What follows belongs to an exercise in optimizing a design on an open flow for small area and a short achievable clock period; a production flow would make more cautious choices. Function not checked in this run: the RTL went through the layout flow alone. Power figures rest on the tool's default switching activity, not on a simulated workload.

`design/flow/design.v`:
```
module HA(input a, input b, output s, output co);
  assign s = a ^ b;
  assign co = a & b;
endmodule
module HAN(input a, input b, output s, output co);
  assign s = ~(a ^ b);
  OR2 o (a, b, co);
endmodule
module FA(input a, input b, input c, output s, output co);
  assign s = a ^ b ^ c;
  assign co = (a & b) | (a & c) | (b & c);
endmodule
module FA1(input a, input b, output s, output co);
  assign s = ~(a ^ b);
  OR2 o (a, b, co);
endmodule
module OR2(input a, input b, output y);
  assign y = a | b;
endmodule
module G_NAND2(input a, input b, output y);
  assign y = ~(a & b);
endmodule
module G_NOR2(input a, input b, output y);
  assign y = ~(a | b);
endmodule
module G_AND2(input a, input b, output y);
  assign y = a & b;
endmodule
module G_NAND2B(input a_n, input b, output y);
  assign y = ~(~a_n & b);
endmodule
module G_NOR2B(input a, input b_n, output y);
  assign y = ~(a | ~b_n);
endmodule
module G_XOR2(input a, input b, output y);
  assign y = a ^ b;
endmodule
module G_XNOR2(input a, input b, output y);
  assign y = ~(a ^ b);
endmodule
module G_INV(input a, output y);
  assign y = ~a;
endmodule
module G_AOI21(input a1, input a2, input b1, output y);
  assign y = ~((a1 & a2) | b1);
endmodule
module G_OAI21(input a1, input a2, input b1, output y);
  assign y = ~((a1 | a2) & b1);
endmodule
module complex(clk, a0, a1, b0, b1, im, re);
  input clk;
  input [7:0] a0, a1, b0, b1;
  output reg [15:0] im, re;
  wire [15:0] re_d, im_d;
  wire r1;
  wire r2;
  wire r3;
  wire r4;
  wire r5;
  wire r6;
  wire r7;
  wire r8;
  wire r9;
  wire r10;
  wire r11;
  wire r12;
  wire r13;
  wire r14;
  wire r15;
  wire r16;
  wire r17;
  wire r18;
  wire r19;
  wire r20;
  wire r21;
  wire r22;
  wire r23;
  wire r24;
  wire r25;
  wire r26;
  wire r27;
  wire r28;
  wire r29;
  wire r30;
  wire r31;
  wire r32;
  wire r33;
  wire r34;
  wire r35;
  wire r36;
  wire r37;
  wire r38;
  wire r39;
  wire r40;
  wire r41;
  wire r42;
  wire r43;
  wire r44;
  wire r45;
  wire r46;
  wire r47;
  wire r48;
  wire r49;
  wire r50;
  wire r51;
  wire r52;
  wire r53;
  wire r54;
  wire r55;
  wire r56;
  wire r57;
  wire r58;
  wire r59;
  wire r60;
  wire r61;
  wire r62;
  wire r63;
  wire r64;
  wire r65;
  wire r66;
  wire r67;
  wire r68;
  wire r69;
  wire r70;
  wire r71;
  wire r72;
  wire r73;
  wire r74;
  wire r75;
  wire r76;
  wire r77;
  wire r78;
  wire r79;
  wire r80;
  wire r81;
  wire r82;
  wire r83;
  wire r84;
  wire r85;
  wire r86;
  wire r87;
  wire r88;
  wire r89;
  wire r90;
  wire r91;
  wire r92;
  wire r93;
  wire r94;
  wire r95;
  wire r96;
  wire r97;
  wire r98;
  wire r99;
  wire r100;
  wire r101;
  wire r102;
  wire r103;
  wire r104;
  wire r105;
  wire r106;
  wire r107;
  wire r108;
  wire r109;
  wire r110;
  wire r111;
  wire r112;
  wire r113;
  wire r114;
  wire r115;
  wire r116;
  wire r117;
  wire r118;
  wire r119;
  wire r120;
  wire r121;
  wire r122;
  wire r123;
  wire r124;
  wire r125;
  wire r126;
  wire r127;
  wire r128;
  wire r129;
  wire r130;
  wire r131;
  wire r132;
  wire r133;
  wire r134;
  wire r135;
  wire r136;
  wire r137;
  wire r138;
  wire r139;
  wire r140;
  wire r141;
  wire r142;
  wire r143;
  wire r144;
  wire r145;
  wire r146;
  wire r147;
  wire r148;
  wire r149;
  wire r150;
  wire r151;
  wire r152;
  wire r153;
  wire r154;
  wire r155;
  wire r156;
  wire r157;
  wire r158;
  wire r159;
  wire r160;
  wire r161;
  wire r162;
  wire r163;
  wire r164;
  wire r165;
  wire r166;
  wire r167;
  wire r168;
  wire r169;
  wire r170;
  wire r171;
  wire r172;
  wire r173;
  wire r174;
  wire r175;
  wire r176;
  wire r177;
  wire r178;
  wire r179;
  wire r180;
  wire r181;
  wire r182;
  wire r183;
  wire r184;
  wire r185;
  wire r186;
  wire r187;
  wire r188;
  wire r189;
  wire r190;
  wire rn191;
  wire r192;
  wire r193;
  wire r194;
  wire r195;
  wire rn196;
  wire r197;
  wire r198;
  wire r199;
  wire r200;
  wire r201;
  wire r202;
  wire r203;
  wire r204;
  wire r205;
  wire r206;
  wire r207;
  wire r208;
  wire rn209;
  wire r210;
  wire r211;
  wire r212;
  wire r213;
  wire r214;
  wire r215;
  wire rn216;
  wire r217;
  wire r218;
  wire r219;
  wire r220;
  wire r221;
  wire r222;
  wire rn223;
  wire r224;
  wire r225;
  wire rn226;
  wire r227;
  wire r228;
  wire rn229;
  wire r230;
  wire r231;
  wire ran232;
  wire rar233;
  wire rar234;
  wire ran235;
  wire ran236;
  wire rar237;
  wire rar238;
  wire ran239;
  wire ran240;
  wire rar241;
  wire rar242;
  wire ran243;
  wire ran244;
  wire rar245;
  wire rar246;
  wire ran247;
  wire ran248;
  wire rar249;
  wire rar250;
  wire ran251;
  wire ran252;
  wire rar253;
  wire rar254;
  wire ran255;
  wire rap256;
  wire rag257;
  wire rat258;
  wire rap259;
  wire rag260;
  wire rat261;
  wire rap262;
  wire rag263;
  wire rat264;
  wire rap265;
  wire rag266;
  wire rat267;
  wire rap268;
  wire rag269;
  wire rat270;
  wire rap271;
  wire rag272;
  wire rat273;
  wire rap274;
  wire rag275;
  wire rat276;
  wire rap277;
  wire rag278;
  wire rat279;
  wire rap280;
  wire rag281;
  wire rat282;
  wire rap283;
  wire rax284;
  wire rax285;
  wire ray286;
  wire rax287;
  wire ray288;
  wire rax289;
  wire ray290;
  wire rax291;
  wire ray292;
  wire rai293;
  wire rax294;
  wire rax295;
  wire rai296;
  wire rai297;
  wire rax298;
  wire ray299;
  wire rax300;
  wire ray301;
  wire rax302;
  wire rai303;
  wire rax304;
  wire rax305;
  wire rax306;
  wire rai307;
  wire rax308;
  wire rax309;
  wire ras310;
  wire ras311;
  wire ras312;
  wire ras313;
  wire ras314;
  wire ras315;
  wire ras316;
  wire ras317;
  wire ras318;
  wire ras319;
  wire i320;
  wire i321;
  wire i322;
  wire i323;
  wire i324;
  wire i325;
  wire i326;
  wire i327;
  wire i328;
  wire i329;
  wire i330;
  wire i331;
  wire i332;
  wire i333;
  wire i334;
  wire i335;
  wire i336;
  wire i337;
  wire i338;
  wire i339;
  wire i340;
  wire i341;
  wire i342;
  wire i343;
  wire i344;
  wire i345;
  wire i346;
  wire i347;
  wire i348;
  wire i349;
  wire i350;
  wire i351;
  wire i352;
  wire i353;
  wire i354;
  wire i355;
  wire i356;
  wire i357;
  wire i358;
  wire i359;
  wire i360;
  wire i361;
  wire i362;
  wire i363;
  wire i364;
  wire i365;
  wire i366;
  wire i367;
  wire i368;
  wire i369;
  wire i370;
  wire i371;
  wire i372;
  wire i373;
  wire i374;
  wire i375;
  wire i376;
  wire i377;
  wire i378;
  wire i379;
  wire i380;
  wire i381;
  wire i382;
  wire i383;
  wire i384;
  wire i385;
  wire i386;
  wire i387;
  wire i388;
  wire i389;
  wire i390;
  wire i391;
  wire i392;
  wire i393;
  wire i394;
  wire i395;
  wire i396;
  wire i397;
  wire i398;
  wire i399;
  wire i400;
  wire i401;
  wire i402;
  wire i403;
  wire i404;
  wire i405;
  wire i406;
  wire i407;
  wire i408;
  wire i409;
  wire i410;
  wire i411;
  wire i412;
  wire i413;
  wire i414;
  wire i415;
  wire i416;
  wire i417;
  wire i418;
  wire i419;
  wire i420;
  wire i421;
  wire i422;
  wire i423;
  wire i424;
  wire i425;
  wire i426;
  wire i427;
  wire i428;
  wire i429;
  wire i430;
  wire i431;
  wire i432;
  wire i433;
  wire i434;
  wire i435;
  wire i436;
  wire i437;
  wire i438;
  wire i439;
  wire i440;
  wire i441;
  wire i442;
  wire i443;
  wire i444;
  wire i445;
  wire i446;
  wire i447;
  wire i448;
  wire i449;
  wire i450;
  wire i451;
  wire i452;
  wire i453;
  wire i454;
  wire i455;
  wire i456;
  wire i457;
  wire i458;
  wire i459;
  wire i460;
  wire i461;
  wire i462;
  wire i463;
  wire i464;
  wire i465;
  wire i466;
  wire i467;
  wire i468;
  wire i469;
  wire i470;
  wire i471;
  wire i472;
  wire i473;
  wire i474;
  wire i475;
  wire i476;
  wire i477;
  wire i478;
  wire i479;
  wire i480;
  wire i481;
  wire i482;
  wire i483;
  wire i484;
  wire i485;
  wire i486;
  wire i487;
  wire i488;
  wire i489;
  wire i490;
  wire i491;
  wire i492;
  wire i493;
  wire i494;
  wire i495;
  wire i496;
  wire i497;
  wire i498;
  wire i499;
  wire i500;
  wire i501;
  wire i502;
  wire i503;
  wire i504;
  wire i505;
  wire i506;
  wire i507;
  wire i508;
  wire i509;
  wire i510;
  wire i511;
  wire i512;
  wire i513;
  wire i514;
  wire i515;
  wire i516;
  wire i517;
  wire i518;
  wire i519;
  wire i520;
  wire i521;
  wire i522;
  wire i523;
  wire i524;
  wire i525;
  wire i526;
  wire i527;
  wire i528;
  wire i529;
  wire iar530;
  wire iar531;
  wire iar532;
  wire iar533;
  wire ian534;
  wire iar535;
  wire iar536;
  wire ian537;
  wire iar538;
  wire iar539;
  wire ian540;
  wire iar541;
  wire iar542;
  wire ian543;
  wire iar544;
  wire iar545;
  wire ian546;
  wire iap547;
  wire iag548;
  wire iat549;
  wire iap550;
  wire iag551;
  wire iat552;
  wire iap553;
  wire iag554;
  wire iat555;
  wire iap556;
  wire iag557;
  wire iat558;
  wire iap559;
  wire iag560;
  wire iat561;
  wire iap562;
  wire iag563;
  wire iat564;
  wire iap565;
  wire iag566;
  wire iat567;
  wire iap568;
  wire iag569;
  wire iat570;
  wire iap571;
  wire iag572;
  wire iat573;
  wire iap574;
  wire iai575;
  wire iax576;
  wire iax577;
  wire iay578;
  wire iax579;
  wire iay580;
  wire iax581;
  wire iay582;
  wire iax583;
  wire iay584;
  wire iai585;
  wire iax586;
  wire iax587;
  wire iai588;
  wire iai589;
  wire iax590;
  wire iay591;
  wire iax592;
  wire iay593;
  wire iax594;
  wire iai595;
  wire iax596;
  wire iax597;
  wire iax598;
  wire iai599;
  wire iax600;
  wire iax601;
  wire ias602;
  wire ias603;
  wire ias604;
  wire ias605;
  wire ias606;
  wire ias607;
  wire ias608;
  wire ias609;
  wire ias610;
  wire ias611;
  FA1 ru2 (~(a1[0] & b1[6]), ~(a1[1] & b1[5]), r1, r2);
  FA1 ru4 (~(a1[0] & b1[7]), ~(a1[1] & b1[6]), r3, r4);
  FA ru6 (~(a1[2] & b1[5]), ~(a1[3] & b1[4]), ~(a1[4] & b1[3]), r5, r6);
  HA ru8 (~(a1[5] & b1[2]), ~(a1[6] & b1[1]), r7, r8);
  FA1 ru10 (~(a1[1] & b1[7]), ~(a1[2] & b1[6]), r9, r10);
  FA ru12 (~(a1[3] & b1[5]), ~(a1[4] & b1[4]), ~(a1[5] & b1[3]), r11, r12);
  HA ru14 (~(a1[6] & b1[2]), ~(a1[7] & b1[1]), r13, r14);
  FA ru16 (~(a1[2] & b1[7]), ~(a1[3] & b1[6]), ~(a1[4] & b1[5]), r15, r16);
  FA1 ru18 (~(a1[0] & b1[4]), ~(a1[1] & b1[3]), r17, r18);
  FA1 ru20 (~(a1[0] & b1[5]), ~(a1[1] & b1[4]), r19, r20);
  FA ru22 (~(a1[2] & b1[3]), ~(a1[3] & b1[2]), ~(a1[4] & b1[1]), r21, r22);
  HAN ru24 (~(a0[0] & b0[5]), ~(a0[1] & b0[4]), r23, r24);
  FA ru26 (~(a1[2] & b1[4]), ~(a1[3] & b1[3]), ~(a1[4] & b1[2]), r25, r26);
  FA ru28 (~(a0[0] & b0[6]), ~(a0[1] & b0[5]), ~(a0[2] & b0[4]), r27, r28);
  FA ru30 (~(a0[3] & b0[3]), ~(a0[4] & b0[2]), ~(a0[5] & b0[1]), r29, r30);
  HA ru32 (~(a1[5] & b1[1]), ~(a1[6] & b1[0]), r31, r32);
  FA ru34 (~(a0[0] & b0[7]), ~(a0[1] & b0[6]), ~(a0[2] & b0[5]), r33, r34);
  FA ru36 (~(a0[3] & b0[4]), ~(a0[4] & b0[3]), ~(a0[5] & b0[2]), r35, r36);
  FA ru38 (~(a1[7] & b1[0]), r2, r3, r37, r38);
  FA ru40 (r7, r32, r26, r39, r40);
  FA ru42 (~(a0[1] & b0[7]), ~(a0[2] & b0[6]), ~(a0[3] & b0[5]), r41, r42);
  FA ru44 (~(a0[4] & b0[4]), ~(a0[5] & b0[3]), ~(a0[6] & b0[2]), r43, r44);
  FA ru46 (r4, r8, r9, r45, r46);
  FA ru48 (~(a0[7] & b0[1]), r34, r36, r47, r48);
  FA ru50 (~(a1[5] & b1[4]), ~(a1[6] & b1[3]), ~(a1[7] & b1[2]), r49, r50);
  FA ru52 (~(a0[2] & b0[7]), ~(a0[3] & b0[6]), ~(a0[4] & b0[5]), r51, r52);
  FA ru54 (~(a0[5] & b0[4]), ~(a0[6] & b0[3]), ~(a0[7] & b0[2]), r53, r54);
  FA ru56 (r10, r14, r12, r55, r56);
  FA ru58 (~(a1[3] & b1[7]), ~(a1[4] & b1[6]), ~(a1[5] & b1[5]), r57, r58);
  FA ru60 (~(a0[3] & b0[7]), ~(a0[4] & b0[6]), ~(a0[5] & b0[5]), r59, r60);
  FA ru62 (~(a1[6] & b1[4]), ~(a1[7] & b1[3]), r16, r61, r62);
  FA ru64 (~(a1[4] & b1[7]), ~(a1[5] & b1[6]), ~(a1[6] & b1[5]), r63, r64);
  FA1 ru66 (~(a1[0] & b1[3]), ~(a1[1] & b1[2]), r65, r66);
  FA ru68 (~(a1[2] & b1[1]), ~(a1[3] & b1[0]), ~(a1[0] & b1[2]), r67, r68);
  FA ru70 (~(a1[2] & b1[2]), ~(a1[3] & b1[1]), ~(a1[4] & b1[0]), r69, r70);
  FA ru72 (~(a0[0] & b0[4]), ~(a0[1] & b0[3]), ~(a0[2] & b0[2]), r71, r72);
  HAN ru74 (~(a0[3] & b0[1]), ~(a0[4] & b0[0]), r73, r74);
  FA ru76 (~(a0[2] & b0[3]), ~(a0[3] & b0[2]), ~(a0[4] & b0[1]), r75, r76);
  FA ru78 (~(a1[5] & b1[0]), r18, r19, r77, r78);
  FA ru80 (~(a0[5] & b0[0]), r23, r74, r79, r80);
  FA ru82 (r20, r1, r31, r81, r82);
  FA ru84 (~(a0[6] & b0[0]), r24, r76, r83, r84);
  FA ru86 (r22, r25, r78, r85, r86);
  FA ru88 (~(a0[6] & b0[1]), ~(a0[7] & b0[0]), r28, r87, r88);
  FA ru90 (r30, r33, r35, r89, r90);
  FA ru92 (r5, r82, r37, r91, r92);
  FA ru94 (r13, r6, r11, r93, r94);
  FA ru96 (r38, r45, r40, r95, r96);
  FA ru98 (r41, r43, r88, r97, r98);
  FA ru100 (r42, r44, r51, r99, r100);
  FA ru102 (r15, r49, r46, r101, r102);
  FA ru104 (r53, r48, r99, r103, r104);
  FA ru106 (~(a0[6] & b0[4]), ~(a0[7] & b0[3]), r52, r105, r106);
  FA ru108 (r50, r57, r56, r107, r108);
  FA ru110 (r54, r59, r100, r109, r110);
  FA ru112 (~(a0[4] & b0[7]), ~(a0[5] & b0[6]), ~(a0[6] & b0[5]), r111, r112);
  FA ru114 (~(a1[7] & b1[4]), r58, r63, r113, r114);
  FA ru116 (~(a0[7] & b0[4]), r60, r111, r115, r116);
  FA ru118 (~(a1[5] & b1[7]), ~(a1[6] & b1[6]), ~(a1[7] & b1[5]), r117, r118);
  FA ru120 (~(a0[5] & b0[7]), ~(a0[6] & b0[6]), ~(a0[7] & b0[5]), r119, r120);
  FA ru122 (~(a1[1] & b1[1]), ~(a1[2] & b1[0]), ~(a1[0] & b1[1]), r121, r122);
  HAN ru124 (~(a0[0] & b0[2]), ~(a0[1] & b0[1]), r123, r124);
  FA ru126 (~(a0[0] & b0[3]), ~(a0[1] & b0[2]), ~(a0[2] & b0[1]), r125, r126);
  FA ru128 (r65, r122, r67, r127, r128);
  FA ru130 (r66, r17, r68, r129, r130);
  FA ru132 (r73, r126, r71, r131, r132);
  FA ru134 (r70, r21, r77, r133, r134);
  FA ru136 (r72, r75, r79, r135, r136);
  FA ru138 (r27, r29, r80, r137, r138);
  FA ru140 (r81, r85, r134, r139, r140);
  FA ru142 (r84, r87, r89, r141, r142);
  FA ru144 (r39, r86, r91, r143, r144);
  FA ru146 (r93, r92, r95, r145, r146);
  FA ru148 (r47, r90, r97, r147, r148);
  FA ru150 (r55, r94, r101, r149, r150);
  FA ru152 (r96, r149, r146, r151, r152);
  FA ru154 (r61, r102, r107, r153, r154);
  FA ru156 (r105, r104, r109, r155, r156);
  FA ru158 (r62, r113, r108, r157, r158);
  FA ru160 (r106, r115, r110, r159, r160);
  FA ru162 (r64, r117, r114, r161, r162);
  FA ru164 (r112, r119, r116, r163, r164);
  FA ru166 (~(a1[6] & b1[7]), ~(a1[7] & b1[6]), r118, r165, r166);
  FA ru168 (~(a0[6] & b0[7]), ~(a0[7] & b0[6]), r120, r167, r168);
  HAN ru170 (~(a0[0] & b0[1]), ~(a0[1] & b0[0]), r169, r170);
  FA ru172 (~(a0[2] & b0[0]), ~(a1[0] & b1[2]), r123, r171, r172);
  FA ru174 (~(a0[3] & b0[0]), r124, r125, r173, r174);
  FA ru176 (r69, r128, r129, r175, r176);
  FA ru178 (r130, r133, r176, r177, r178);
  FA ru180 (r83, r136, r137, r179, r180);
  FA ru182 (r138, r141, r180, r181, r182);
  FA ru184 (r142, r147, r182, r183, r184);
  FA ru186 (r98, r103, r148, r185, r186);
  FA ru188 (r150, r153, r152, r187, r188);
  FA ru190 (r154, r157, r188, r189, r190);
  G_INV rnu191 (r163, rn191);
  FA ru193 (r161, rn191, r158, r192, r193);
  FA ru195 (r165, r162, r193, r194, r195);
  G_INV rnu196 (~(a0[7] & b0[7]), rn196);
  FA ru198 (~(a1[7] & b1[7]), rn196, r166, r197, r198);
  HAN ru200 (~(a1[0] & b1[1]), r169, r199, r200);
  FA ru202 (r170, r200, r171, r201, r202);
  FA ru204 (r172, r173, r202, r203, r204);
  FA ru206 (r174, r131, r204, r205, r206);
  FA ru208 (r132, r135, r206, r207, r208);
  G_INV rnu209 (r179, rn209);
  FA ru211 (r139, r178, rn209, r210, r211);
  FA ru213 (r140, r143, r211, r212, r213);
  FA ru215 (r144, r145, r213, r214, r215);
  G_INV rnu216 (r151, rn216);
  FA ru218 (r185, rn216, r184, r217, r218);
  FA ru220 (r155, r186, r218, r219, r220);
  FA ru222 (r159, r156, r220, r221, r222);
  G_INV rnu223 (r160, rn223);
  FA ru225 (rn223, r192, r190, r224, r225);
  G_INV rnu226 (r194, rn226);
  FA ru228 (r167, r164, rn226, r227, r228);
  G_INV rnu229 (r168, rn229);
  FA ru231 (rn229, r197, r195, r230, r231);
  G_INV ranu232 (~(a1[0] & b1[0]), ran232);
  HA raru234 (~(a0[0] & b0[0]), ran232, rar233, rar234);
  G_INV ranu235 (rar233, ran235);
  G_INV ranu236 (~(a1[1] & b1[0]), ran236);
  FA raru238 (ran236, rar234, r199, rar237, rar238);
  G_INV ranu239 (rar237, ran239);
  G_INV ranu240 (r121, ran240);
  FA raru242 (ran240, rar238, r201, rar241, rar242);
  G_INV ranu243 (rar241, ran243);
  G_INV ranu244 (r127, ran244);
  FA raru246 (ran244, r203, rar242, rar245, rar246);
  G_INV ranu247 (rar245, ran247);
  G_INV ranu248 (r175, ran248);
  FA raru250 (ran248, r205, rar246, rar249, rar250);
  G_INV ranu251 (rar249, ran251);
  G_INV ranu252 (r177, ran252);
  FA raru254 (ran252, r207, rar250, rar253, rar254);
  G_INV ranu255 (rar253, ran255);
  G_XNOR2 rapu256 (r210, r208, rap256);
  G_NAND2B ragu257 (r208, r210, rag257);
  G_NOR2B ratu258 (r210, r208, rat258);
  G_XNOR2 rapu259 (r212, r181, rap259);
  G_NAND2B ragu260 (r181, r212, rag260);
  G_NOR2B ratu261 (r212, r181, rat261);
  G_XNOR2 rapu262 (r214, r183, rap262);
  G_NAND2B ragu263 (r183, r214, rag263);
  G_NOR2B ratu264 (r214, r183, rat264);
  G_XNOR2 rapu265 (r215, r217, rap265);
  G_NAND2B ragu266 (r217, r215, rag266);
  G_NOR2B ratu267 (r215, r217, rat267);
  G_XNOR2 rapu268 (r187, r219, rap268);
  G_NAND2B ragu269 (r219, r187, rag269);
  G_NOR2B ratu270 (r187, r219, rat270);
  G_XNOR2 rapu271 (r189, r221, rap271);
  G_NAND2B ragu272 (r221, r189, rag272);
  G_NOR2B ratu273 (r189, r221, rat273);
  G_XNOR2 rapu274 (r224, r222, rap274);
  G_NAND2B ragu275 (r222, r224, rag275);
  G_NOR2B ratu276 (r224, r222, rat276);
  G_XNOR2 rapu277 (r225, r227, rap277);
  G_NAND2B ragu278 (r227, r225, rag278);
  G_NOR2B ratu279 (r225, r227, rat279);
  G_XNOR2 rapu280 (r230, r228, rap280);
  G_NAND2B ragu281 (r228, r230, rag281);
  G_NOR2B ratu282 (r230, r228, rat282);
  G_XOR2 rapu283 (r198, r231, rap283);
  G_OAI21 raxu284 (rat258, rar254, rag257, rax284);
  G_OAI21 raxu285 (rat264, rag260, rag263, rax285);
  G_NOR2 rayu286 (rat264, rat261, ray286);
  G_OAI21 raxu287 (rat270, rag266, rag269, rax287);
  G_NOR2 rayu288 (rat270, rat267, ray288);
  G_OAI21 raxu289 (rat276, rag272, rag275, rax289);
  G_NOR2 rayu290 (rat276, rat273, ray290);
  G_OAI21 raxu291 (rat282, rag278, rag281, rax291);
  G_NOR2 rayu292 (rat282, rat279, ray292);
  G_INV raiu293 (rax284, rai293);
  G_OAI21 raxu294 (rat261, rai293, rag260, rax294);
  G_AOI21 raxu295 (ray286, rax284, rax285, rax295);
  G_INV raiu296 (rax287, rai296);
  G_INV raiu297 (ray288, rai297);
  G_OAI21 raxu298 (rat273, rai296, rag272, rax298);
  G_NOR2 rayu299 (rat273, rai297, ray299);
  G_AOI21 raxu300 (ray290, rax287, rax289, rax300);
  G_NAND2 rayu301 (ray290, ray288, ray301);
  G_OAI21 raxu302 (rat267, rax295, rag266, rax302);
  G_INV raiu303 (rax295, rai303);
  G_AOI21 raxu304 (ray288, rai303, rax287, rax304);
  G_AOI21 raxu305 (ray299, rai303, rax298, rax305);
  G_OAI21 raxu306 (ray301, rax295, rax300, rax306);
  G_INV raiu307 (rax306, rai307);
  G_OAI21 raxu308 (rat279, rai307, rag278, rax308);
  G_AOI21 raxu309 (ray292, rax306, rax291, rax309);
  G_XNOR2 rasu310 (rap256, rar254, ras310);
  G_XOR2 rasu311 (rap259, rax284, ras311);
  G_XOR2 rasu312 (rap262, rax294, ras312);
  G_XNOR2 rasu313 (rap265, rax295, ras313);
  G_XOR2 rasu314 (rap268, rax302, ras314);
  G_XNOR2 rasu315 (rap271, rax304, ras315);
  G_XNOR2 rasu316 (rap274, rax305, ras316);
  G_XOR2 rasu317 (rap277, rax306, ras317);
  G_XOR2 rasu318 (rap280, rax308, ras318);
  G_XNOR2 rasu319 (rap283, rax309, ras319);
  HAN iu321 (~(a0[0] & b1[6]), ~(a0[1] & b1[5]), i320, i321);
  FA iu323 (~(a0[0] & b1[7]), ~(a0[1] & b1[6]), ~(a0[2] & b1[5]), i322, i323);
  FA iu325 (~(a0[3] & b1[4]), ~(a0[4] & b1[3]), ~(a0[5] & b1[2]), i324, i325);
  FA iu327 (~(a0[1] & b1[7]), ~(a0[2] & b1[6]), ~(a0[3] & b1[5]), i326, i327);
  HAN iu329 (~(a0[4] & b1[4]), ~(a0[5] & b1[3]), i328, i329);
  HAN iu331 (~(a0[2] & b1[7]), ~(a0[3] & b1[6]), i330, i331);
  HAN iu333 (~(a0[0] & b1[4]), ~(a0[1] & b1[3]), i332, i333);
  FA iu335 (~(a0[0] & b1[5]), ~(a0[1] & b1[4]), ~(a0[2] & b1[3]), i334, i335);
  FA iu337 (~(a0[3] & b1[2]), ~(a0[4] & b1[1]), ~(a0[5] & b1[0]), i336, i337);
  FA iu339 (~(a0[2] & b1[4]), ~(a0[3] & b1[3]), ~(a0[4] & b1[2]), i338, i339);
  FA iu341 (~(a0[5] & b1[1]), ~(a0[6] & b1[0]), ~(a1[0] & b0[6]), i340, i341);
  FA iu343 (~(a1[1] & b0[5]), ~(a1[2] & b0[4]), ~(a1[3] & b0[3]), i342, i343);
  FA iu345 (~(a0[6] & b1[1]), ~(a0[7] & b1[0]), ~(a1[0] & b0[7]), i344, i345);
  FA iu347 (~(a1[1] & b0[6]), ~(a1[2] & b0[5]), ~(a1[3] & b0[4]), i346, i347);
  FA iu349 (~(a1[4] & b0[3]), ~(a1[5] & b0[2]), ~(a1[6] & b0[1]), i348, i349);
  HAN iu351 (~(a1[7] & b0[0]), i321, i350, i351);
  FA iu353 (~(a0[6] & b1[2]), ~(a0[7] & b1[1]), ~(a1[1] & b0[7]), i352, i353);
  FA iu355 (~(a1[2] & b0[6]), ~(a1[3] & b0[5]), ~(a1[4] & b0[4]), i354, i355);
  FA iu357 (~(a1[5] & b0[3]), ~(a1[6] & b0[2]), ~(a1[7] & b0[1]), i356, i357);
  FA iu359 (i328, i323, i325, i358, i359);
  FA iu361 (~(a0[4] & b1[5]), ~(a0[5] & b1[4]), ~(a0[6] & b1[3]), i360, i361);
  FA iu363 (~(a0[7] & b1[2]), ~(a1[2] & b0[7]), ~(a1[3] & b0[6]), i362, i363);
  FA iu365 (~(a1[4] & b0[5]), ~(a1[5] & b0[4]), ~(a1[6] & b0[3]), i364, i365);
  FA iu367 (~(a1[7] & b0[2]), i329, i330, i366, i367);
  FA iu369 (~(a0[3] & b1[7]), ~(a0[4] & b1[6]), ~(a0[5] & b1[5]), i368, i369);
  FA iu371 (~(a0[6] & b1[4]), ~(a0[7] & b1[3]), ~(a1[3] & b0[7]), i370, i371);
  FA iu373 (~(a1[4] & b0[6]), ~(a1[5] & b0[5]), ~(a1[6] & b0[4]), i372, i373);
  FA iu375 (~(a0[4] & b1[7]), ~(a0[5] & b1[6]), ~(a0[6] & b1[5]), i374, i375);
  FA iu377 (~(a0[0] & b1[3]), ~(a0[1] & b1[2]), ~(a0[2] & b1[1]), i376, i377);
  FA iu379 (~(a0[2] & b1[2]), ~(a0[3] & b1[1]), ~(a0[4] & b1[0]), i378, i379);
  FA iu381 (~(a1[0] & b0[4]), ~(a1[1] & b0[3]), ~(a1[2] & b0[2]), i380, i381);
  FA iu383 (~(a1[0] & b0[5]), ~(a1[1] & b0[4]), ~(a1[2] & b0[3]), i382, i383);
  FA iu385 (~(a1[3] & b0[2]), ~(a1[4] & b0[1]), ~(a1[5] & b0[0]), i384, i385);
  HAN iu387 (i333, i379, i386, i387);
  FA iu389 (~(a1[4] & b0[2]), ~(a1[5] & b0[1]), ~(a1[6] & b0[0]), i388, i389);
  FA iu391 (i320, i335, i337, i390, i391);
  FA iu393 (i383, i385, i338, i392, i393);
  FA iu395 (i339, i341, i343, i394, i395);
  FA iu397 (i389, i322, i324, i396, i397);
  FA iu399 (i344, i346, i348, i398, i399);
  FA iu401 (i345, i347, i349, i400, i401);
  FA iu403 (i326, i352, i354, i402, i403);
  FA iu405 (i356, i351, i395, i404, i405);
  FA iu407 (i327, i353, i355, i406, i407);
  FA iu409 (i357, i360, i362, i408, i409);
  FA iu411 (i364, i366, i359, i410, i411);
  FA iu413 (~(a1[7] & b0[3]), i331, i361, i412, i413);
  FA iu415 (i363, i365, i368, i414, i415);
  FA iu417 (i370, i372, i367, i416, i417);
  FA iu419 (~(a0[7] & b1[4]), ~(a1[4] & b0[7]), ~(a1[5] & b0[6]), i418, i419);
  FA iu421 (~(a1[6] & b0[5]), ~(a1[7] & b0[4]), i369, i420, i421);
  FA iu423 (i371, i373, i374, i422, i423);
  FA iu425 (~(a0[5] & b1[7]), ~(a0[6] & b1[6]), ~(a0[7] & b1[5]), i424, i425);
  FA iu427 (~(a1[5] & b0[7]), ~(a1[6] & b0[6]), ~(a1[7] & b0[5]), i426, i427);
  FA iu429 (~(a0[0] & b1[2]), ~(a0[1] & b1[1]), ~(a0[2] & b1[0]), i428, i429);
  FA iu431 (~(a0[3] & b1[0]), ~(a1[0] & b0[3]), ~(a1[1] & b0[2]), i430, i431);
  HAN iu433 (~(a1[2] & b0[1]), ~(a1[3] & b0[0]), i432, i433);
  FA iu435 (~(a1[3] & b0[1]), ~(a1[4] & b0[0]), i332, i434, i435);
  FA iu437 (i433, i377, i431, i436, i437);
  FA iu439 (i381, i334, i336, i438, i439);
  FA iu441 (i382, i384, i386, i440, i441);
  FA iu443 (i340, i342, i388, i442, i443);
  FA iu445 (i387, i390, i439, i444, i445);
  FA iu447 (i350, i391, i393, i446, i447);
  FA iu449 (i394, i443, i396, i448, i449);
  FA iu451 (i358, i397, i399, i450, i451);
  FA iu453 (i400, i402, i404, i452, i453);
  FA iu455 (i401, i403, i406, i454, i455);
  FA iu457 (i408, i405, i410, i456, i457);
  FA iu459 (i407, i409, i412, i458, i459);
  FA iu461 (i414, i416, i411, i460, i461);
  FA iu463 (i418, i413, i415, i462, i463);
  FA iu465 (i420, i422, i417, i464, i465);
  FA iu467 (i375, i419, i424, i466, i467);
  FA iu469 (i426, i421, i423, i468, i469);
  FA iu471 (~(a0[6] & b1[7]), ~(a0[7] & b1[6]), ~(a1[6] & b0[7]), i470, i471);
  FA iu473 (~(a1[7] & b0[6]), i425, i427, i472, i473);
  HAN iu475 (~(a0[0] & b1[1]), ~(a0[1] & b1[0]), i474, i475);
  FA iu477 (~(a1[0] & b0[2]), ~(a1[1] & b0[1]), ~(a1[2] & b0[0]), i476, i477);
  FA iu479 (i432, i429, i477, i478, i479);
  FA iu481 (i378, i380, i434, i480, i481);
  FA iu483 (i435, i437, i438, i482, i483);
  FA iu485 (i392, i442, i441, i484, i485);
  FA iu487 (i398, i445, i446, i486, i487);
  FA iu489 (i447, i449, i450, i488, i489);
  FA iu491 (i451, i454, i453, i490, i491);
  FA iu493 (i455, i458, i457, i492, i493);
  FA iu495 (i459, i462, i464, i494, i495);
  FA iu497 (i466, i463, i468, i496, i497);
  FA iu499 (i470, i467, i472, i498, i499);
  FA iu501 (~(a0[7] & b1[7]), ~(a1[7] & b0[7]), i471, i500, i501);
  HAN iu503 (~(a1[0] & b0[1]), ~(a1[1] & b0[0]), i502, i503);
  FA iu505 (i475, i503, i428, i504, i505);
  FA iu507 (i376, i430, i478, i506, i507);
  FA iu509 (i479, i436, i480, i508, i509);
  FA iu511 (i440, i481, i482, i510, i511);
  FA iu513 (i444, i483, i484, i512, i513);
  FA iu515 (i448, i485, i486, i514, i515);
  FA iu517 (i452, i487, i488, i516, i517);
  FA iu519 (i456, i489, i490, i518, i519);
  FA iu521 (i460, i491, i492, i520, i521);
  FA iu523 (i461, i494, i493, i522, i523);
  FA iu525 (i465, i496, i495, i524, i525);
  FA iu527 (i469, i498, i497, i526, i527);
  FA iu529 (i473, i500, i499, i528, i529);
  G_XOR2 iaru530 (~(a0[0] & b1[0]), ~(a1[0] & b0[0]), iar530);
  OR2 iaru531 (~(a0[0] & b1[0]), ~(a1[0] & b0[0]), iar531);
  FA iaru533 (iar531, i474, i502, iar532, iar533);
  G_INV ianu534 (iar532, ian534);
  FA iaru536 (i476, iar533, i504, iar535, iar536);
  G_INV ianu537 (iar535, ian537);
  FA iaru539 (i505, i506, iar536, iar538, iar539);
  G_INV ianu540 (iar538, ian540);
  FA iaru542 (i507, i508, iar539, iar541, iar542);
  G_INV ianu543 (iar541, ian543);
  FA iaru545 (i509, i510, iar542, iar544, iar545);
  G_INV ianu546 (iar544, ian546);
  G_XOR2 iapu547 (i511, i512, iap547);
  G_NOR2 iagu548 (i511, i512, iag548);
  G_NAND2 iatu549 (i511, i512, iat549);
  G_XOR2 iapu550 (i513, i514, iap550);
  G_NOR2 iagu551 (i513, i514, iag551);
  G_NAND2 iatu552 (i513, i514, iat552);
  G_XOR2 iapu553 (i515, i516, iap553);
  G_NOR2 iagu554 (i515, i516, iag554);
  G_NAND2 iatu555 (i515, i516, iat555);
  G_XOR2 iapu556 (i517, i518, iap556);
  G_NOR2 iagu557 (i517, i518, iag557);
  G_NAND2 iatu558 (i517, i518, iat558);
  G_XOR2 iapu559 (i519, i520, iap559);
  G_NOR2 iagu560 (i519, i520, iag560);
  G_NAND2 iatu561 (i519, i520, iat561);
  G_XOR2 iapu562 (i521, i522, iap562);
  G_NOR2 iagu563 (i521, i522, iag563);
  G_NAND2 iatu564 (i521, i522, iat564);
  G_XOR2 iapu565 (i523, i524, iap565);
  G_NOR2 iagu566 (i523, i524, iag566);
  G_NAND2 iatu567 (i523, i524, iat567);
  G_XOR2 iapu568 (i525, i526, iap568);
  G_NOR2 iagu569 (i525, i526, iag569);
  G_NAND2 iatu570 (i525, i526, iat570);
  G_XOR2 iapu571 (i527, i528, iap571);
  G_NOR2 iagu572 (i527, i528, iag572);
  G_NAND2 iatu573 (i527, i528, iat573);
  G_XOR2 iapu574 (i501, i529, iap574);
  G_INV iaiu575 (iar545, iai575);
  G_AOI21 iaxu576 (iat549, iai575, iag548, iax576);
  G_AOI21 iaxu577 (iat555, iag551, iag554, iax577);
  G_NAND2 iayu578 (iat555, iat552, iay578);
  G_AOI21 iaxu579 (iat561, iag557, iag560, iax579);
  G_NAND2 iayu580 (iat561, iat558, iay580);
  G_AOI21 iaxu581 (iat567, iag563, iag566, iax581);
  G_NAND2 iayu582 (iat567, iat564, iay582);
  G_AOI21 iaxu583 (iat573, iag569, iag572, iax583);
  G_NAND2 iayu584 (iat573, iat570, iay584);
  G_INV iaiu585 (iax576, iai585);
  G_AOI21 iaxu586 (iat552, iai585, iag551, iax586);
  G_OAI21 iaxu587 (iay578, iax576, iax577, iax587);
  G_INV iaiu588 (iax579, iai588);
  G_INV iaiu589 (iay580, iai589);
  G_AOI21 iaxu590 (iat564, iai588, iag563, iax590);
  G_NAND2 iayu591 (iat564, iai589, iay591);
  G_OAI21 iaxu592 (iay582, iax579, iax581, iax592);
  G_NOR2 iayu593 (iay582, iay580, iay593);
  G_AOI21 iaxu594 (iat558, iax587, iag557, iax594);
  G_INV iaiu595 (iax587, iai595);
  G_OAI21 iaxu596 (iay580, iai595, iax579, iax596);
  G_OAI21 iaxu597 (iay591, iai595, iax590, iax597);
  G_AOI21 iaxu598 (iay593, iax587, iax592, iax598);
  G_INV iaiu599 (iax598, iai599);
  G_AOI21 iaxu600 (iat570, iai599, iag569, iax600);
  G_OAI21 iaxu601 (iay584, iax598, iax583, iax601);
  G_XNOR2 iasu602 (iap547, iar545, ias602);
  G_XNOR2 iasu603 (iap550, iax576, ias603);
  G_XNOR2 iasu604 (iap553, iax586, ias604);
  G_XOR2 iasu605 (iap556, iax587, ias605);
  G_XNOR2 iasu606 (iap559, iax594, ias606);
  G_XOR2 iasu607 (iap562, iax596, ias607);
  G_XOR2 iasu608 (iap565, iax597, ias608);
  G_XNOR2 iasu609 (iap568, iax598, ias609);
  G_XNOR2 iasu610 (iap571, iax600, ias610);
  G_XOR2 iasu611 (iap574, iax601, ias611);
  assign re_d[0] = ran235;
  assign re_d[1] = ran239;
  assign re_d[2] = ran243;
  assign re_d[3] = ran247;
  assign re_d[4] = ran251;
  assign re_d[5] = ran255;
  assign re_d[6] = ras310;
  assign re_d[7] = ras311;
  assign re_d[8] = ras312;
  assign re_d[9] = ras313;
  assign re_d[10] = ras314;
  assign re_d[11] = ras315;
  assign re_d[12] = ras316;
  assign re_d[13] = ras317;
  assign re_d[14] = ras318;
  assign re_d[15] = ras319;
  assign im_d[0] = iar530;
  assign im_d[1] = ian534;
  assign im_d[2] = ian537;
  assign im_d[3] = ian540;
  assign im_d[4] = ian543;
  assign im_d[5] = ian546;
  assign im_d[6] = ias602;
  assign im_d[7] = ias603;
  assign im_d[8] = ias604;
  assign im_d[9] = ias605;
  assign im_d[10] = ias606;
  assign im_d[11] = ias607;
  assign im_d[12] = ias608;
  assign im_d[13] = ias609;
  assign im_d[14] = ias610;
  assign im_d[15] = ias611;
  always @(posedge clk) begin
    re <= re_d;
    im <= im_d;
  end
endmodule
```
`design/flow/flow/run.sh`:
```
#!/bin/bash
set -o pipefail
export BUFFER_PORTS_ARGS="-buffer_cell sky130_fd_sc_hd__buf_1"
cp standard.sh standard_sh.txt 2>/dev/null
bash standard.sh > standard.log 2>&1
```
`design/flow/standard.sh`:
```
#!/bin/bash
# synth_recipe.tcl (not shown) runs the flow's synth.tcl, then flattens the netlist and writes it again
# the make line also repeats each setting of config.mk as NAME=value (left out here)
make -C /OpenROAD-flow-scripts/flow DESIGN_CONFIG=/design/flow/config.mk WORK_HOME=/design/flow/orfs CLKGATE_MAP_FILE= SYNTH_SCRIPT=/design/flow/synth_recipe.tcl "${@:-finish}"
```
`design/flow/config.mk`:
```
export PLATFORM = sky130hd
export DESIGN_NAME = complex
export DESIGN_NICKNAME = complex
export VERILOG_FILES = /design/flow/design.v
export SDC_FILE = /design/flow/constraint.sdc
export NUM_CORES = 4
export LEC_CHECK = 0
export CAP_MARGIN = 20
export CORE_MARGIN = 2
export CORE_UTILIZATION = 40
export CTS_BUF_LIST = sky130_fd_sc_hd__clkbuf_8
export CTS_CLUSTER_DIAMETER = 200
export CTS_CLUSTER_SIZE = 32
export PLACE_DENSITY = 0.6
export SETUP_SLACK_MARGIN = 4.4
export SLEW_MARGIN = 20
export SYNTH_HIERARCHICAL = 1
```
`design/flow/constraint.sdc`:
```
create_clock -name core_clock -period 10.0 [get_ports {clk}]
set_input_delay 2.0000 -clock core_clock [delete_from_list [all_inputs] [get_ports {clk}]]
set_output_delay 2.0000 -clock core_clock [all_outputs]
set_load 0.01 [all_outputs]
```
==> out/qor.txt <==
Final setup viols - 0
Routed len/inst - 15.17 µm
Mapped Nets - 996
Relative slew slack - 74.70%
Synth warn - 7
CTS tree - built
CP Cell Sequence - buf_1, buf_6, nand2_4, fa_1, fa_1, fa_1, fa_2, fa_2, fa_2, fa_2, fa_2, nand2b_4, o21ai_1, a21oi_2, o21ai_2, buf_6, a21oi_4, xnor2_1
Placed cell count - 1029
Vias - 5209
Worst Path Arrival - 6520 ps
Slew @ Worst Pin - 377.0 ps
Seq/Total Area, Yosys - 8.235%
DRT iter0 DRCs - 222
Largest stage delay on the critical path - 560 ps
N_diodes - 0
GRT Util Overall - 17.46%
Initial antenna violation count - 0
Worst IR Drop VDD - 254.7 µV
Period utilisation layout - 62.78%
Setup crit start kind - input pin
RePlAce Congestion - 0.8213
Drt pass-1 iters - 5
Synth top cells by count - nand2_1 (264), fa_1 (204), buf_6 (63), xnor2_1 (40), inv_1 (35)
CP Buf/Inv Count - 3
CP dominant cell by count - fa_2
DRC viols - 0
DIE AREA - 20580 µm²
RSZ-0062 raised after global routing - yes
Fraction of layout instances using a drive strength above 1 - 24.63%
Max Cap Viol - 0
Top FF cell, synth - dfxtp_1
CP max stage cell - fa_2
Worst EP required - 10240 ps
Crit path max-delay family - adder cells
Total Negative Setup Slacks - 0 ps
Post-route insts no fill - 1073
Largest net degree at the start of global routing - 17
Starting density of the core - 40.36%
Final hold vios - 0
Number of port buffers - 64
Number of flops mapped to enable cells by yosys - 0
CTS root buffer - clkbuf_8
Leak pwr - 3.167 nW
Cts hold-fix bufs - 0
Inserted Clock Buffers - 5
Syn Area/Cell - 10.30 µm²
Vias in the first global route - 5640
Top-count cell post-synth - nand2_1
Area growth, synth to finish - 11.65%
Clock sinks - 32
Syn Inst Count - 755
Via density - 4.855
Bufs on Longest Clock Path - 2
WS Path Type - input pin to flop
Synth top area cells - fa_1 (53%), nand2_1 (13%), buf_6 (9.1%)
WHS Path Cells - 3
Die Wd - 143.5 µm
# rows - 51
Total gr overflow - 0
CTS clock-pin slew for the worst setup and hold paths - 70 ps
Asr flop ratio synth - 0%
Power Dens Cells - 357.6 nW/µm²
Worst Hold Class - input pin to flop
I/O pin cnt - 65
Synth cell types - 16
Status - timing/DRC/antenna clean
Detailed Place HPWL - 11720 µm
Leading area contributor after synthesis - fa_1
Final Max Slew Viols - 0
Die Height - 143.5 µm
Final #Nets - 1049
CP endpoint kind - flop
Final ANT Viol Nets - 0
Seq cells post-synth - 32
F_max - 159.3 MHz
Drt total wl - 16270 µm
First-pass GRT wire length - 28040 µm
Power, Total - 3.105 mW
Post-Syn Area - 7779 µm²
Crit path max fanout - 5
H-tree Lvls - 2
Area share of the largest cell type after synthesis - 52.50%
CP Depth - 18
Core ar. - 19270 µm²
Min Tclk post-route - 6278 ps
==> cells by family after synthesis <==
logic type / Yosys count / share of synthesized area [%]
flip-flops: 32 / 8.235
buffers and inverters: 99 / 11.07
AO/OA/AOI/OAI: 30 / 2.654
adder cells (fa/ha/maj): 208 / 53.14
AND/OR/NAND/NOR: 325 / 18.03
XOR/XNOR: 61 / 6.868
==> power breakdown <==
part / internal, mW / switching (mW) / total [mW]
Sequential: 0.237 / 0.0144 / 0.251
Combinational: 1.37 / 1.37 / 2.74
Clock: 0.0614 / 0.0558 / 0.117
Total: 1.67 / 1.44 / 3.11
==> cell type report <==
class / count / area, µm²
Clock buffer: 7 / 96.34
Fill cell: 1897 / 10590
Inverter: 35 / 131.4
Multi-Input combinational cell: 624 / 6615
Sequential cell: 32 / 640.6
Tap cell: 265 / 331.6
Timing Repair Buffer: 110 / 869.6
==> worst paths after layout <==
check,from,to,slack [ps]
hold / removal,a0[0],im[0],2030
setup / recovery,b0[4],re[15],3720
==> sequential cells by signal, summed over array words and instances, names as in the netlist <==
name and count:
im 16, re 16
==> layout by cell type (no fill, tap or decap), types with 6 or more instances in the layout <==
cell type	n
o21ai_1	6
buf_8	7
fa_2	48
fa_1	156
nand2_1	244
inv_1	31
nor2b_4	9
o21ai_2	7
xnor2_1	36
dfxtp_1	32
buf_6	33
clkbuf_8	7
nand2b_1	8
xor2_1	21
or2_1	20
nand2_2	23
buf_4	25
a21oi_2	10
buf_1	40
nor2_1	11
==> modules after synthesis, one instance, submodules excluded, a selection <==
module | cell area [µm²] | times used | cells inside | flops+latches
G_OAI21 | 5.005 | 15 | 1 | 0
FA1 | 8.758 | 6 | 1 | 0
G_XNOR2 | 8.758 | 20 | 1 | 0
G_NOR2B | 13.76 | 9 | 1 | 0
G_NAND2B | 6.256 | 9 | 1 | 0
complex | 2349 | 1 | 352 | 32
G_XOR2 | 8.758 | 21 | 1 | 0
HAN | 8.758 | 14 | 1 | 0
G_AOI21 | 8.758 | 15 | 1 | 0
G_NAND2 | 3.754 | 15 | 1 | 0
==> layer usage <==
layer  global-route usage [%]  vias up  routed length [µm]
met3                    2.899       10                1029
met2                    28.57      170                7859
li1                         -     2315                   -
met5                        0        -                   0
met1                    25.03     2714                7234
met4                    2.786        0                 150
==> tightest hold or removal path: stages <==
cell	delay (ps)
buf_6	140
nand2_1	90
xor2_1	60
==> stage by stage <==
stage / setup slack [ps] / utilization (%) / hold slack, ps / cell area [µm²]
5_1_grt: 3572 / 45.07 / 2031 / 8685
2_1_floorplan: 3492 / - / 2291 / 7908
6_report: 3722 / 45.07 / 2029 / 8685
3_3_place_gp: 2751 / 40.51 / 2386 / 7806
3_5_place_dp: 2670 / 40.51 / 2386 / 7806
4_1_cts: 3720 / 43.95 / 2005 / 8469
==> repair_timing <==
item                                    CTS  global route
gates resized for setup                 134            48
pin swaps                                30            29
setup buffers                            31             6
endpoints found under the setup margin   18            15

==> afterwards: timing with drivers on the ports <==
Ports are ideal in the flow. The routed layout listed here was re-timed in OpenROAD.
Step 1: set_driving_cell puts a clkbuf_16 on clk and a buf_2 on each other input, an assumption about the parent block.
Step 2, shift: input delay + t, output delay - t, t = (earliest + latest rising clock arrival at the registers) / 2. This alone moves slack from input paths to output paths.
Slacks: no drivers / after step 1 / after step 2; pairs: no drivers / after step 1.
t, ns: 0.341
setup WS [ns]: 3.722 / 3.735 / 3.394
slew at the worst register clock pin (ns): 0.07 / 0.07
After both steps setup and hold are still met in this run. The setup slack of this run moves by +0.013 ns with the drivers and by -0.328 ns with both steps.
